This is an optimization exercise on Yosys and OpenROAD, whose aim is small area, a short achievable clock period and few clock cycles, not a production implementation. Where RTL was checked, it was by simulation tests only, not by an equivalence proof against the original. Power figures rest on the tool's default switching activity, not on a simulated workload.

## router_top
module router_top(clock,resetn,pkt_valid,read_enb_0,read_enb_1,read_enb_2,data_in,
                  busy,err,vld_out_0,vld_out_1,vld_out_2,data_out_0,data_out_1,data_out_2);
clock: 5.0 ns
lec_check: 0
cap_margin: 20
core_margin: 2
core_utilization: 40
setup_slack_margin: 3.3
slew_margin: 20
run.sh (not shown) runs the stock make flow with config.mk's settings and CLKGATE_MAP_FILE= SYNTH_SCRIPT=/design/flow/synth_recipe.tcl, a recipe that flattens the netlist after the stock synthesis.
The first run finished with timing, DRC and antenna clean.
Edit:
Settings changed: SETUP_SLACK_MARGIN 3.3 to 3.0.
After rerunning: Via count went down by 2.8%; synthesized area is unchanged; maximum frequency drops by 6.4%; wire length falls by 7.4%; final cell count fell by 2.4%.
Function was not checked in any run of this note: the RTL went through the layout flow alone.

== cedar ==
Another version of the RTL of router_top (not shown whole).
For scale: about 110 cells after synthesis, ~43 I/O pins, roughly 1800 µm² of cells after synthesis.
export LEC_CHECK = 0
export CAP_MARGIN = 20
export CORE_MARGIN = 2
export CORE_UTILIZATION = 40
export SETUP_SLACK_MARGIN = 3.5
export SLEW_MARGIN = 20
create_clock -name core_clock -period 5.0 [get_ports {clock}]
cedar was carried through to the last stage, and its layout satisfied the timing, DRC and antenna checks.
Testbench counts of cedar, summed over its fixed seeds: cycles 28,229.
Here is what was changed in the inputs of oak compared with cedar.
Settings: swapping 3.5 for 3.2 in SETUP_SLACK_MARGIN.
Findings:
- oak finished all stages; the layout is clean.
- On total routed wirelength, cedar loses to oak.
- Summary of oak over cedar: global-route wire length before repair shows a reduction of 76 µm; gate count of the mapped netlist shows no meaningful change.

the baseline:
The RTL this note starts from:
==> flow/design.v <==
`timescale 1ns / 1ps
module fifo(
  input clk,
  input rst_n,
  input [7:0] din,
  input wr,
  input rd_enb,
  output vld,
  output full_next,
  output [7:0] dout
);
  reg c1, c2;           
  reg wp, rp;           
  reg [7:0] m0, m1;
  wire rd = rd_enb & c1;
  always @(posedge clk) begin
    if (!c2 && !wp) m0 <= din;
    if (!c2 && wp) m1 <= din;
  end
  always @(posedge clk)
    if (!rst_n) begin
      c1 <= 1'b0; c2 <= 1'b0; wp <= 1'b0; rp <= 1'b0;
    end else begin
      if (wr) wp <= ~wp;
      if (rd) rp <= ~rp;
      c1 <= wr | c2 | (c1 & ~rd);
      c2 <= ~rd & (c2 | (c1 & wr));
    end
  assign full_next = ~rd & (c2 | (c1 & wr));
  assign vld = c1;
  assign dout = rp ? m0 : m1;
endmodule
`timescale 1ns / 1ps
module router_top(clock,resetn,pkt_valid,read_enb_0,read_enb_1,read_enb_2,data_in,
                  busy,err,vld_out_0,vld_out_1,vld_out_2,data_out_0,data_out_1,data_out_2);
  input [7:0] data_in;
  input pkt_valid,clock,resetn,read_enb_0,read_enb_1,read_enb_2;
  output [7:0] data_out_0,data_out_1,data_out_2;
  output vld_out_0,vld_out_1,vld_out_2,err,busy;
  reg busy_q, in_pkt, pe, err_q;
  reg [1:0] addr;
  reg [7:0] par;
  wire take = ~busy_q & (in_pkt | pkt_valid);
  wire [1:0] tgt = in_pkt ? addr : data_in[1:0];
  wire [2:0] wr = {take & (tgt == 2'd2), take & (tgt == 2'd1), take & (tgt == 2'd0)};
  wire [2:0] full_next;
  wire in_pkt_next = take ? pkt_valid : in_pkt;
  fifo fifo_0(clock, resetn, data_in, wr[0], read_enb_0, vld_out_0, full_next[0], data_out_0);
  fifo fifo_1(clock, resetn, data_in, wr[1], read_enb_1, vld_out_1, full_next[1], data_out_1);
  fifo fifo_2(clock, resetn, data_in, wr[2], read_enb_2, vld_out_2, full_next[2], data_out_2);
  always @(posedge clock)
    if (!resetn) begin
      busy_q <= 1'b0; in_pkt <= 1'b0; pe <= 1'b0; err_q <= 1'b0;
    end else begin
      in_pkt <= in_pkt_next;
      busy_q <= in_pkt_next ? full_next[tgt] : |full_next;
      pe <= take & in_pkt & ~pkt_valid;         
      err_q <= pe & (|par);
    end
  always @(posedge clock) begin
    addr <= tgt;
    if (!in_pkt) par <= data_in;
    else if (!busy_q) par <= par ^ data_in;
  end
  assign busy = busy_q;
  assign err = err_q;
endmodule
export LEC_CHECK = 0
export CAP_MARGIN = 20
export CORE_MARGIN = 2
export CORE_UTILIZATION = 60
export CTS_CLUSTER_DIAMETER = 100
export CTS_CLUSTER_SIZE = 40
export SETUP_SLACK_MARGIN = 3.0
export SLEW_MARGIN = 20
create_clock -name core_clock -period 5.0 [get_ports {clock}]
Testbench counts of the baseline, summed over its fixed seeds: cycles 28,230.
## Diff of input files: the candidate against the baseline
- clearing CTS_CLUSTER_DIAMETER, which used to be 100
- clearing CTS_CLUSTER_SIZE, which used to be 40
- swapping 60 for 40 in CORE_UTILIZATION
The candidate finished all stages; the layout is clean. The candidate against the baseline: routed metal-1 wirelength dropped 76 um, setup skew after layout barely changed. The candidate vs. the baseline: power attributed to the clock group moved down; layout net count moved down; signal arrival time at the worst endpoint level. Looking at non-clock buffer count, the candidate sits 4 below the baseline.

==> afterwards: timing with drivers on the ports <==
In the flow no input, the clock included, has a driving cell. The finished layouts below were timed again as built, in two steps.
Step 1 sets driving cells, clkbuf_16 on the clock port and buf_2 on the other inputs (assumed; they add their load-dependent delay and slew).
Step 2 also shifts input and output timing later by t, the mid clock arrival at the registers, as if the neighbouring blocks saw the same clock.
Three values: no drivers, after step 1, after step 2; two values: the first two.
run	t, ns	setup slack, ns	worst setup path at the end
the first run of note 1	0.349	3.144 / 3.121 / 2.840	input to register
the second run of note 1	0.350	3.018 / 2.992 / 2.685	input to register
cedar	0.311	3.191 / 3.168 / 2.960	input to register
oak	0.318	3.182 / 3.156 / 2.958	input to register
the baseline	0.358	2.735 / 2.708 / 2.640	input to register
the candidate	0.363	2.729 / 2.702 / 2.673	input to register
After both steps setup and hold are still met in every run listed. For the second run of note 1, which loses most, drivers alone change the setup slack by -0.026 ns; drivers and shift together by -0.333 ns.
